What follows belongs to an exercise in optimizing a design on an open flow for small area; a production flow would make more cautious choices. The RTL was checked by simulation tests, not by an equivalence proof against the original design. Power and IR drop assume default switching activity.

==> job 8933: inputs <==
## CPU
module CPU #(
    parameter DATABITWIDTH = 16
)(
    input clk,
    input clk_en,
    input sync_rst,
    input  SystemEn,
    output HaltOut,
    output             [15:0] InstAddr,
    input              [15:0] InstData,
    input                    DataFlashEn,
    input              [9:0] FlashAddr,
    input [DATABITWIDTH-1:0] FlashData,
    output                    IOOutACK,
    input                     IOOutREQ,
    output              [3:0] IOMinorOpcode,
    output [DATABITWIDTH-1:0] IOOutAddress,
    output [DATABITWIDTH-1:0] IOOutData,
    output              [3:0] IOOutDestReg,
    input                     IOInACK,
    output                    IOInREQ,
    input               [3:0] IOInDestReg,
    input  [DATABITWIDTH-1:0] IOInData,
    output [DATABITWIDTH-1:0] RegisterWriteData_OUT,
    output                    RegisterWriteEn_OUT,
    output              [3:0] RegisterWriteAddr_OUT
);
clock: 8.0 ns
lec_check: 0
cap_margin: 20
core_margin: 2
core_utilization: 50
slew_margin: 20
synth_hierarchical: 1
synth_minimum_keep_size: 0
run.sh (not shown) runs the stock make flow with config.mk's settings and CLKGATE_MAP_FILE= SYNTH_SCRIPT=/design/flow/synth_recipe.tcl, a recipe that flattens the netlist after the stock synthesis.
==> job 8450 (differences from job 8933) <==
==> flow/flow/run.sh (new file) <==
#!/bin/bash
set -euo pipefail
export BUFFER_PORTS_ARGS="-buffer_cell sky130_fd_sc_hd__buf_1"
export CTS_ARGS="-sink_clustering_enable -repair_clock_nets -dont_use_dummy_load -sink_clustering_size 20 -sink_clustering_max_diameter 60 -buf_list sky130_fd_sc_hd__clkbuf_16"
bash standard.sh > standard_make.log 2>&1
==> flow/standard.sh (new file) <==
#!/bin/bash
# synth_recipe.tcl (not shown) runs the flow's synth.tcl, then flattens the netlist and writes it again
# the make line also repeats each setting of config.mk as NAME=value (left out here)
make -C /OpenROAD-flow-scripts/flow DESIGN_CONFIG=/design/flow/config.mk WORK_HOME=/design/flow/orfs CLKGATE_MAP_FILE= SYNTH_SCRIPT=/design/flow/synth_recipe.tcl "${@:-finish}"
removed: flow/run.sh
==> notes.md <==
Run status: job 8450 finished clean; job 8933 finished clean
Transition at the pin with the smallest max-transition slack: job 8450 1.152 ns; job 8933 1.291 ns
Least setup slack across all paths after layout: job 8450 0.2501 ns; job 8933 0.6096 ns
Met2 WL post-DR: job 8450 83270 um; job 8933 85000 um
Final Core Density: job 8450 56.34%; job 8933 58.71%
Vias in the first global route: job 8450 37500; job 8933 37520
Post-detail-place hpwl: job 8450 126700 um; job 8933 129800 um
Weighted congestion reported at the end of routability-driven placement: job 8450 0.9847; job 8933 1.009
Largest net degree at the start of global routing: job 8450 63; job 8933 53
Worst reg-to-reg path cell count: job 8450 24; job 8933 28
Instance count after placement with tap cells included: job 8450 5613; job 8933 5627
Wire length reported by the detailed router: job 8450 183800 um; job 8933 186800 um
Area growth from synthesis to layout: job 8450 11.37%; job 8933 16.04%
Post-Place Cell Area: job 8450 56280 sq um; job 8933 57300 sq um
Minimum setup slack among reg-to-reg paths: job 8450 0.25 ns; job 8933 0.71 ns
Proportion of layout cells with a drive suffix above 1: job 8450 10.92%; job 8933 12.72%
Power in the clock group: job 8450 0.00387 W; job 8933 0.00521 W
Starting DRC count in detailed routing: job 8450 7123; job 8933 6770
Routed wl met3: job 8450 18580 um; job 8933 18470 um
Clock Buffer Count: job 8450 90; job 8933 149
Leakage Power: job 8450 19.42 nW; job 8933 20.54 nW
Routed via count divided by cell count: job 8450 6.965; job 8933 6.901
First-pass GRT wire length: job 8450 262400 um; job 8933 264600 um


==> trial 41 <==
CPU, a different RTL version from the one above (not shown whole).
==> flow/config.mk <==
export PLATFORM = sky130hd
export DESIGN_NAME = CPU
export DESIGN_NICKNAME = CPU
export VERILOG_FILES = /design/flow/design.v
export SDC_FILE = /design/flow/constraint.sdc
export NUM_CORES = 4
export LEC_CHECK = 0
export CAP_MARGIN = 10
export CORE_MARGIN = 2
export CORE_UTILIZATION = 55
export SLEW_MARGIN = 10
export SYNTH_HIERARCHICAL = 1
export SYNTH_MINIMUM_KEEP_SIZE = 0
==> flow/constraint.sdc <==
create_clock -name core_clock -period 8.0 [get_ports {clk}]
set_input_delay 1.6000 -clock core_clock [delete_from_list [all_inputs] [get_ports {clk}]]
set_output_delay 1.6000 -clock core_clock [all_outputs]
set_load 0.01 [all_outputs]
standard.sh (not shown) runs the stock make flow with config.mk's settings and CLKGATE_MAP_FILE= SYNTH_SCRIPT=/design/flow/synth_recipe.tcl, a recipe that flattens the netlist after the stock synthesis.
==> flow/flow/run.sh <==
#!/bin/bash
set -euo pipefail
export BUFFER_PORTS_ARGS="-buffer_cell sky130_fd_sc_hd__buf_1"
export CTS_ARGS="-sink_clustering_enable -repair_clock_nets -dont_use_dummy_load -sink_clustering_size 28 -sink_clustering_max_diameter 90 -buf_list sky130_fd_sc_hd__clkbuf_16"
bash standard.sh > standard_make.log 2>&1
==> build 12: changes against trial 41 <==
--- a/flow/design.v
+++ b/flow/design.v
@@ -437,12 +437,11 @@
     wire [15:0] BranchAbs;
     wire        BranchCarry;
     assign BranchAbs[2:0] = s2_B[2:0];
     assign {BranchCarry, BranchAbs[15:3]} = {1'b0, s2_B[15:3]} + {10'h0, s2_Offset};
     reg  [15:0] PCReg;
-    wire [15:0] JumpImmediate = {{6{s1_Inst[9]}}, s1_Inst[9:0]};
-    wire [15:0] PCAddend = JumpEn ? JumpImmediate : s2_BranchEn ? s2_B : 16'h1;
+    wire [15:0] PCAddend = JumpEn ? DataB : s2_BranchEn ? s2_B : 16'h1;
     wire [15:0] PCSum;
     wire        PCSumCarry;
     assign {PCSumCarry, PCSum} = {1'b0, PCReg} + {1'b0, PCAddend};
     wire [15:0] NextPC = JumpEn ? (s1_Inst[12] ? PCSum : TargetAbs) :
                          (s2_BranchEn && ~s2_Rel) ? BranchAbs : PCSum;
==> flow/flow/run.sh (replaced) <==
#!/bin/bash
set -euo pipefail
export BUFFER_PORTS_ARGS="-buffer_cell sky130_fd_sc_hd__buf_1"
export CTS_ARGS="-sink_clustering_enable -repair_clock_nets -dont_use_dummy_load -sink_clustering_size 20 -sink_clustering_max_diameter 60 -buf_list sky130_fd_sc_hd__clkbuf_16"
bash standard.sh > standard_make.log 2>&1
Settings changed: CAP_MARGIN 10 to 20, CORE_UTILIZATION 55 to 50, SLEW_MARGIN 10 to 20.
==> build 28: changes against trial 41 <==
--- a/flow/design.v
+++ b/flow/design.v
@@ -437,12 +437,11 @@
     wire [15:0] BranchAbs;
     wire        BranchCarry;
     assign BranchAbs[2:0] = s2_B[2:0];
     assign {BranchCarry, BranchAbs[15:3]} = {1'b0, s2_B[15:3]} + {10'h0, s2_Offset};
     reg  [15:0] PCReg;
-    wire [15:0] JumpImmediate = {{6{s1_Inst[9]}}, s1_Inst[9:0]};
-    wire [15:0] PCAddend = JumpEn ? JumpImmediate : s2_BranchEn ? s2_B : 16'h1;
+    wire [15:0] PCAddend = JumpEn ? DataB : s2_BranchEn ? s2_B : 16'h1;
     wire [15:0] PCSum;
     wire        PCSumCarry;
     assign {PCSumCarry, PCSum} = {1'b0, PCReg} + {1'b0, PCAddend};
     wire [15:0] NextPC = JumpEn ? (s1_Inst[12] ? PCSum : TargetAbs) :
                          (s2_BranchEn && ~s2_Rel) ? BranchAbs : PCSum;
Settings changed: CAP_MARGIN 10 to 20, CORE_UTILIZATION 55 to 50, SLEW_MARGIN 10 to 20.
==> impl_table.tex <==
\begin{tabular}{lr}
\hline
Metric & Value \\
\hline
\multicolumn{2}{l}{\textbf{Outcome}} \\
Result of the run & finished clean \\
\multicolumn{2}{l}{\textbf{Hold path}} \\
Source of the worst hold timing path & RegsN[2][4] \\
\multicolumn{2}{l}{\textbf{Final layout}} \\
Final core utilization & 61.0\% \\
Clock buffer count in the final layout & between 50 and 60 \\
\multicolumn{2}{l}{\textbf{Logic synthesis}} \\
Mux contribution to synthesized area & around 2.6\% \\
Number of instances in the synthesized netlist & around 4,100 \\
Complex-gate fraction of the synthesized area & about a fifth \\
\multicolumn{2}{l}{\textbf{Timing}} \\
Final critical path time including I/O delays and setup & around 7.5 ns \\
Share of the clock period used by the worst path after layout & between 90\% and 100\% \\
\multicolumn{2}{l}{\textbf{Power}} \\
Peak supply drop & around 0.21 mV \\
\multicolumn{2}{l}{\textbf{Setup path}} \\
Maximum single-stage delay on the critical path & 0.62 ns \\
Crit path cell chain & ha\_1, inv\_1, nor2\_1, a21oi\_1, fa\_1, fa\_1, nor2b\_1, o21ai\_0, a21boi\_0, o31ai\_1, a21oi\_1, nand4\_1, a41oi\_1, xor2\_1, nand2\_1, a41oi\_2, buf\_4, buf\_1 \\
Flop-to-flop setup slack & 0.59 ns \\
\multicolumn{2}{l}{\textbf{Drt}} \\
Detail Route met2 WL & between 70 and 80 mm \\
\hline
\end{tabular}
# the run above: trial 41

==> impl_table.tex <==
\begin{tabular}{lr}
\hline
Metric & Value \\
\hline
\multicolumn{2}{l}{\textbf{Logic synthesis}} \\
Number of instances in the synthesized netlist & 4,100 \\
Mapped Area & 50,700 sq um \\
Complex-gate fraction of the synthesized area & roughly a fifth \\
Leading cell types by total area after synthesis & edfxtp\_1 (48\%), a222oi\_1 (13\%), dfxtp\_1 (12\%) \\
\multicolumn{2}{l}{\textbf{Setup path}} \\
Maximum single-stage delay on the critical path & just over 0.5 ns \\
Type of the worst setup path & flip-flop to flip-flop \\
Flop-to-flop setup slack & 0.55 ns \\
\multicolumn{2}{l}{\textbf{Global routing}} \\
Grt peak-use layer & met2 \\
\multicolumn{2}{l}{\textbf{Timing}} \\
Final critical path time including I/O delays and setup & between 7 and 8 ns \\
Share of the clock period used by the worst path after layout & between 90\% and 100\% \\
\multicolumn{2}{l}{\textbf{Final layout}} \\
Final core utilization & a little under three fifths \\
Clock buffer count in the final layout & 49 \\
\multicolumn{2}{l}{\textbf{Outcome}} \\
Result of the run & finished clean \\
\multicolumn{2}{l}{\textbf{Drt}} \\
Initial DRC count & 9,453 \\
\hline
\end{tabular}
# the run above: build 28

==> impl_table.tex <==
\begin{tabular}{lr}
\hline
Metric & Value \\
\hline
\multicolumn{2}{l}{\textbf{Setup path}} \\
Flop-to-flop setup slack & slightly below 0.5 ns \\
Maximum single-stage delay on the critical path & between 0.6 and 0.7 ns \\
Slowest cell on the critical path & or4b\_2 \\
\multicolumn{2}{l}{\textbf{Global routing}} \\
GR Util met3 & between 7 and 8\% \\
\multicolumn{2}{l}{\textbf{Drt}} \\
Number of vias per cell after detailed routing & roughly 7.0 \\
\multicolumn{2}{l}{\textbf{Final layout}} \\
Final standard cell area without fillers & around 57,000 sq um \\
Clock buffer count in the final layout & 90 \\
\multicolumn{2}{l}{\textbf{Power}} \\
Peak supply drop & approximately 0.17 mV \\
Pwr Density & 194 nW/um\^{}2 \\
\multicolumn{2}{l}{\textbf{Logic synthesis}} \\
Number of instances in the synthesized netlist & approximately 4,100 \\
Mux contribution to synthesized area & under 10\% \\
Synth Area in Simple Gates & 9.28\% \\
Ys Warns & 9 \\
\multicolumn{2}{l}{\textbf{Outcome}} \\
Result of the run & finished clean \\
\multicolumn{2}{l}{\textbf{Timing}} \\
Final critical path time including I/O delays and setup & about 7.5 ns \\
Share of the clock period used by the worst path after layout & a little over nine tenths \\
\hline
\end{tabular}
# the run above: build 12



==> inputs of tundra <==
Starting RTL as in the previous note.
clock: 8.0 ns
lec_check: 0
cap_margin: 20
core_margin: 2
core_utilization: 50
slew_margin: 20
synth_hierarchical: 1
synth_minimum_keep_size: 0
==> flow/flow/run.sh <==
#!/bin/bash
set -euo pipefail
export BUFFER_PORTS_ARGS="-buffer_cell sky130_fd_sc_hd__buf_1"
export CTS_ARGS="-sink_clustering_enable -repair_clock_nets -dont_use_dummy_load -sink_clustering_size 24 -sink_clustering_max_diameter 80 -buf_list sky130_fd_sc_hd__clkbuf_16"
bash standard.sh > standard_make.log 2>&1
==> quartz (differences from tundra) <==
==> flow/flow/run.sh (replaced) <==
#!/bin/bash
set -euo pipefail
export BUFFER_PORTS_ARGS="-buffer_cell sky130_fd_sc_hd__buf_1"
export CTS_ARGS="-sink_clustering_enable -repair_clock_nets -dont_use_dummy_load -sink_clustering_size 28 -sink_clustering_max_diameter 90 -buf_list sky130_fd_sc_hd__clkbuf_16"
bash standard.sh > standard_make.log 2>&1
==> qor summary <==
metric                                                                                     quartz                   tundra
Worst slew margin                                                                          0.1650                   0.1432
M1 GR Usage                                                                                0.4788                   0.4799
Time the worst path needs with I/O delays and setup                                      7.583 ns                 7.584 ns
Worst slack on hold paths                                                               0.5102 ns                0.5068 ns
Number of antenna violations at the first check in global routing                              15                       14
Clock Power                                                                               2.85 mW                  3.02 mW
Setup Skew                                                                              0.1380 ns                0.1210 ns
Status                                                                    complete, no violations  complete, no violations
Min-Delay Endpoint                                                                    RegsN[2][5]              RegsN[4][5]
Power in combinational cells                                                             0.907 mW                 0.909 mW
Fmax                                                                                    131.9 MHz                131.9 MHz
Clk_buf instances                                                                              50                       56
Cell Count, Final, Fillers Out                                                               5809                     5813
Routed vias                                                                                 40230                    40240
Final core occ                                                                             0.5581                   0.5596
Delay of the slowest critical-path stage                                                  0.85 ns                  0.84 ns
Fraction of final layout cells sized beyond drive strength 1                               0.1008                   0.1020
Buffering overhead                                                                        0.04040                  0.04030
Worst supply voltage drop on vdd                                                        0.1782 mV                0.1843 mV
Number of violations reported at the end of detailed-routing iteration 0                     8993                     8801
Routed WL                                                                                178.8 mm                 179.5 mm
Net switching fraction of the power                                                        0.2411                   0.2414

[afterwards: timing with drivers on the ports]
Ports are ideal in the flow. The routed layouts listed here were re-timed in OpenROAD.
Step 1: set_driving_cell puts a clkbuf_16 on clk and a buf_2 on each other input, an assumption about the parent block.
Step 2 moves the port delays by t, midway between the first and last clock arrival at a register: inputs arrive t later, outputs are due t later. That takes back most of the time a late clock gives input paths.
Slacks: ideal ports / drivers / drivers and shift; pairs: ideal ports / drivers.
| run | t, ns | setup WS [ns] | hold WS [ns] | worst data-port slew with drivers (ns) |
|---|---|---|---|---|
| job 8933 | 0.775 | 0.610 / 0.668 / -0.107 | 0.504 / 0.504 / 0.504 | 0.09 |
| job 8450 | 0.738 | 0.250 / 0.250 / -0.022 | 0.498 / 0.498 / 0.498 | 0.17 |
| trial 41 | 0.729 | 0.454 / 0.379 / 0.543 | 0.508 / 0.508 / 0.508 | 0.19 |
| build 12 | 0.724 | 0.491 / 0.491 / 0.491 | 0.504 / 0.504 / 0.504 | 0.18 |
| build 28 | 0.717 | 0.551 / 0.551 / 0.551 | 0.509 / 0.509 / 0.509 | 0.18 |
| tundra | 0.726 | 0.416 / 0.347 / 0.574 | 0.507 / 0.507 / 0.507 | 0.16 |
| quartz | 0.717 | 0.417 / 0.348 / 0.483 | 0.510 / 0.510 / 0.510 | 0.16 |
Met with ideal ports but missed after step 2: setup timing in job 8933 and job 8450. The setup slack of job 8933, which loses most, moves by +0.058 ns with the drivers and by -0.717 ns with both steps.
